This design comes from an exercise in tuning for small area on the open sky130 flow, not from production work. Function was checked by simulation only, so behaviour that the tests miss may differ from the original. The clock port is modelled as an ideal driver; clocking choices that lean on that would not hold on a real chip. No activity file was given, so power comes from the tool's default toggle rates.

Setup of amber:
// stopwatchController
module stopwatchController(seg, an, clk, dp, start, stop, up, reset, lap, set, rst);
Size in the first run: ~320 cells after synthesis, ~75 flip-flops, roughly 20 I/O pins, ~3000 µm² of cells after synthesis.
==> flow/config.mk <==
export PLATFORM = sky130hd
export DESIGN_NAME = stopwatchController
export DESIGN_NICKNAME = stopwatchController
export VERILOG_FILES = /design/flow/design.v
export SDC_FILE = /design/flow/constraint.sdc
export NUM_CORES = 4
export LEC_CHECK = 0
export CAP_MARGIN = 20
export CORE_MARGIN = 2
export CORE_UTILIZATION = 60
export SLEW_MARGIN = 20
==> flow/constraint.sdc <==
create_clock -name core_clock -period 10.0 [get_ports {clk}]
set_input_delay 2.0000 -clock core_clock [delete_from_list [all_inputs] [get_ports {clk}]]
set_output_delay 2.0000 -clock core_clock [all_outputs]
set_load 0.01 [all_outputs]
standard.sh (not shown) runs the stock make flow with config.mk's settings and CLKGATE_MAP_FILE= SYNTH_SCRIPT=/design/flow/synth_recipe.tcl, a recipe that flattens the netlist after the stock synthesis.
==> flow/flow/run.sh <==
#!/bin/bash
# Layout flow: the standard ORFS flow with three changes:
#  - synthesis maps the logic with an area-oriented ABC script (flow/area.abc)
#    in place of ORFS's delay-oriented one; everything else in synthesis,
#    including the registers, is the standard synthesis (synth_recipe.tcl);
#  - the port buffers are the smallest buffer cell;
#  - clock tree synthesis inserts no dummy loads and uses small buffers.
# Each tool's output goes to the ORFS logs under orfs/logs and make.log.
set -euo pipefail
here=$(pwd)
source flow/knobs.sh
# synthesis script: replace the ABC script, then the standard flow's own synthesis
{
  echo "proc abc {args} {"
  echo "  set i [lsearch -exact \$args -script]"
  echo "  if {\$i >= 0} { lset args [expr {\$i + 1}] {$here/flow/area.abc} }"
  echo "  yosys abc {*}\$args"
  echo "}"
  cat synth_recipe.tcl
} > flow_synth.tcl
bash standard.sh SYNTH_SCRIPT="$here/flow_synth.tcl" \
  BUFFER_PORTS_ARGS="$PORTBUF" \
  CTS_ARGS="$CTSARGS" \
  $EXTRA finish > make.log 2>&1
==> flow/flow/area.abc <==
strash
&get -n
&deepsyn -T 20
&dch -f
&nf -R 1000 -p -F 8 -A 8
&put
==> flow/flow/knobs.sh <==
PORTBUF="-buffer_cell sky130_fd_sc_hd__buf_1"
CTSARGS="-sink_clustering_enable -repair_clock_nets -dont_use_dummy_load -buf_list {sky130_fd_sc_hd__clkbuf_8}"
EXTRA="ADDER_MAP_FILE="
amber | status: complete | timing, DRC, antenna: pass
Changes in raven relative to amber:
-- flow/flow/run.sh --
<<< amber, line 5
#    including the registers, is the standard synthesis (synth_recipe.tcl);
#  - the port buffers are the smallest buffer cell;
#  - clock tree synthesis inserts no dummy loads and uses small buffers.
# Each tool's output goes to the ORFS logs under orfs/logs and make.log.
set -euo pipefail
>>> raven, line 5
#    including the registers, is the standard synthesis (synth_recipe.tcl);
#  - the port buffers are the smallest buffer cell;
#  - clock tree synthesis inserts no dummy loads, and afterwards each clock
#    buffer is swapped for a smaller one where the flip-flop clock pins keep
#    a low slew (flow/clkdown.tcl).
# Each tool's output goes to the ORFS logs under orfs/logs and make.log.
set -euo pipefail
<<< amber, line 22
  BUFFER_PORTS_ARGS="$PORTBUF" \
  CTS_ARGS="$CTSARGS" \
  $EXTRA finish > make.log 2>&1
>>> raven, line 24
  BUFFER_PORTS_ARGS="$PORTBUF" \
  CTS_ARGS="$CTSARGS" \
  POST_CTS_TCL="$here/flow/clkdown.tcl" \
  $EXTRA finish > make.log 2>&1
==> flow/flow/clkdown.tcl (new file) <==
# After clock tree synthesis: swap each clock buffer for the smaller
# clkbuf_4 where the flip-flop clock pins keep a slew (placement estimate)
# at or below clkdown_limit ns; otherwise keep the original cell.
set clkdown_limit 0.105
proc clkdown_worst {} {
  set w 0.0
  foreach p [get_pins -hierarchical */CLK] {
    set s [get_property $p slew_max]
    if {$s > $w} { set w $s }
  }
  return $w
}
estimate_parasitics -placement
puts "clkdown: worst clock pin slew before [clkdown_worst]"
set bufs {}
foreach inst [get_cells *] {
  set ref [get_property $inst ref_name]
  if {[string match sky130_fd_sc_hd__clkbuf_* $ref] && $ref ne "sky130_fd_sc_hd__clkbuf_4"} {
    lappend bufs $inst
  }
}
# leaves (many sinks) first, the root last
set order {}
foreach inst $bufs { lappend order [list [llength [get_pins -of_objects [get_nets -of_objects [get_pins -of_objects $inst -filter "direction == output"]]]] $inst] }
foreach item [lsort -integer -decreasing -index 0 $order] {
  set inst [lindex $item 1]
  set ref [get_property $inst ref_name]
  replace_cell $inst sky130_fd_sc_hd__clkbuf_4
  estimate_parasitics -placement
  set w [clkdown_worst]
  if {$w > $clkdown_limit} {
    replace_cell $inst $ref
    estimate_parasitics -placement
    puts "clkdown: keep [get_full_name $inst] $ref ($w)"
  } else {
    puts "clkdown: [get_full_name $inst] $ref -> clkbuf_4 ($w)"
  }
}
puts "clkdown: worst clock pin slew after [clkdown_worst]"
==> notes.md <==
Delta (raven minus amber): clock period minus final worst setup slack climbed 0.054 ns; total clock network power lost about 17%; largest vdd supply drop moved down; share of the core filled with cells in the final layout lower; period utilization higher.
### raven -> nickel
-- flow/flow/run.sh --
<<< raven, line 5
#    including the registers, is the standard synthesis (synth_recipe.tcl);
#  - the port buffers are the smallest buffer cell;
#  - clock tree synthesis inserts no dummy loads, and afterwards each clock
#    buffer is swapped for a smaller one where the flip-flop clock pins keep
#    a low slew (flow/clkdown.tcl).
# Each tool's output goes to the ORFS logs under orfs/logs and make.log.
set -euo pipefail
>>> nickel, line 5
#    including the registers, is the standard synthesis (synth_recipe.tcl);
#  - the port buffers are the smallest buffer cell;
#  - clock tree synthesis inserts no dummy loads and uses small buffers.
# Each tool's output goes to the ORFS logs under orfs/logs and make.log.
set -euo pipefail
<<< raven, line 24
  BUFFER_PORTS_ARGS="$PORTBUF" \
  CTS_ARGS="$CTSARGS" \
  POST_CTS_TCL="$here/flow/clkdown.tcl" \
  $EXTRA finish > make.log 2>&1
>>> nickel, line 22
  BUFFER_PORTS_ARGS="$PORTBUF" \
  CTS_ARGS="$CTSARGS" \
  $EXTRA finish > make.log 2>&1
==> flow/flow/area.abc <==
&get -n
&st
&dch -f
&nf -R 1000 -p -F 8 -A 8
&put
removed: flow/flow/clkdown.tcl
==> notes.md <==
Setup WNS raven -> nickel: worse
Re HPWL after detailed placement: nickel is 94 µm down on raven.
nickel reports a higher share of total power in combinational logic than raven does.
Input changes introduced in garnet (baseline for comparison: nickel):
==> flow/flow/run.sh <==
#!/bin/bash
# Layout flow: the standard ORFS flow (standard.sh) with these changes:
#  - synthesis maps the logic with an area-oriented ABC script (flow/area.abc)
#    in place of ORFS's delay-oriented one, and leaves adders to ABC rather
#    than to half-adder cells (ADDER_MAP_FILE empty); everything else in
#    synthesis, including the registers, is the standard synthesis
#    (synth_recipe.tcl);
#  - the port buffers are the smallest buffer cell;
#  - clock tree synthesis inserts no dummy loads, and afterwards each clock
#    buffer is swapped for a smaller one where the flip-flop clock pins keep
#    a low slew (flow/clkdown.tcl).
# Each tool's output goes to the ORFS logs under orfs/logs and make.log.
set -euo pipefail
here=$(pwd)
source flow/knobs.sh
# synthesis script: replace the ABC script, then the standard flow's own synthesis
{
  echo "proc abc {args} {"
  echo "  set i [lsearch -exact \$args -script]"
  echo "  if {\$i >= 0} { lset args [expr {\$i + 1}] {$here/flow/area.abc} }"
  echo "  yosys abc {*}\$args"
  echo "}"
  cat synth_recipe.tcl
} > flow_synth.tcl
bash standard.sh SYNTH_SCRIPT="$here/flow_synth.tcl" \
  BUFFER_PORTS_ARGS="$PORTBUF" \
  CTS_ARGS="$CTSARGS" \
  POST_CTS_TCL="$here/flow/clkdown.tcl" \
  $EXTRA finish > make.log 2>&1
==> flow/flow/area.abc <==
strash
&get -n
&deepsyn -T 20
&dch -f
&nf -R 1000 -p -F 8 -A 8
&put
==> flow/flow/clkdown.tcl (new file) <==
# After clock tree synthesis: swap each clock buffer for the smaller
# clkbuf_4 where the flip-flop clock pins keep a slew (placement estimate)
# at or below clkdown_limit ns; otherwise keep the original cell.
set clkdown_limit 0.105
proc clkdown_worst {} {
  set w 0.0
  foreach p [get_pins -hierarchical */CLK] {
    set s [get_property $p slew_max]
    if {$s > $w} { set w $s }
  }
  return $w
}
estimate_parasitics -placement
puts "clkdown: worst clock pin slew before [clkdown_worst]"
set bufs {}
foreach inst [get_cells *] {
  set ref [get_property $inst ref_name]
  if {[string match sky130_fd_sc_hd__clkbuf_* $ref] && $ref ne "sky130_fd_sc_hd__clkbuf_4"} {
    lappend bufs $inst
  }
}
# leaves (many sinks) first, the root last
set order {}
foreach inst $bufs { lappend order [list [llength [get_pins -of_objects [get_nets -of_objects [get_pins -of_objects $inst -filter "direction == output"]]]] $inst] }
foreach item [lsort -integer -decreasing -index 0 $order] {
  set inst [lindex $item 1]
  set ref [get_property $inst ref_name]
  replace_cell $inst sky130_fd_sc_hd__clkbuf_4
  estimate_parasitics -placement
  set w [clkdown_worst]
  if {$w > $clkdown_limit} {
    replace_cell $inst $ref
    estimate_parasitics -placement
    puts "clkdown: keep [get_full_name $inst] $ref ($w)"
  } else {
    puts "clkdown: [get_full_name $inst] $ref -> clkbuf_4 ($w)"
  }
}
puts "clkdown: worst clock pin slew after [clkdown_worst]"
==> notes.md <==
Comparing nickel and garnet, the higher worst setup slack before clock tree synthesis is on garnet. Compared with nickel, garnet shows a via count of the first global-routing pass that is 1.6% higher. For nickel, the start point of the critical path was reset, unlike garnet, where it was driver1.l[1]. Summary of garnet over nickel: clock latency at the later pin of the worst-skew pair moved up; logic gate share of total power shrank by 1.5 points.

separate check: timing with driven ports:
Ports are ideal in the flow. The routed layouts listed here were re-timed in OpenROAD.
Step 1 assumes that a clkbuf_16 drives the clock port and a buf_2 every other input.
Step 2 moves the port delays by t, midway between the first and last clock arrival at a register: inputs arrive t later, outputs are due t later. That takes back most of the time a late clock gives input paths.
Three values: ideal, step 1, step 2; two values: the first two.
| run | shift t [ns] | slack for setup (ns) | latest minus earliest clock arrival (ns) | worst data-port slew with drivers (ns) | pins driven straight from the clock port |
|---|---|---|---|---|---|
| amber | 0.358 | 5.324 / 5.295 / 5.300 | 0.031 / 0.031 | 0.04 | 1 |
| raven | 0.424 | 5.271 / 5.244 / 5.271 | 0.031 / 0.031 | 0.04 | 1 |
| nickel | 0.358 | 5.182 / 5.178 / 4.819 | 0.009 / 0.009 | 0.04 | 1 |
| garnet | 0.424 | 5.271 / 5.244 / 5.271 | 0.031 / 0.031 | 0.04 | 1 |
After both steps every run listed still meets setup and hold. The setup slack of nickel, which loses most, moves by -0.004 ns with the drivers and by -0.363 ns with both steps.
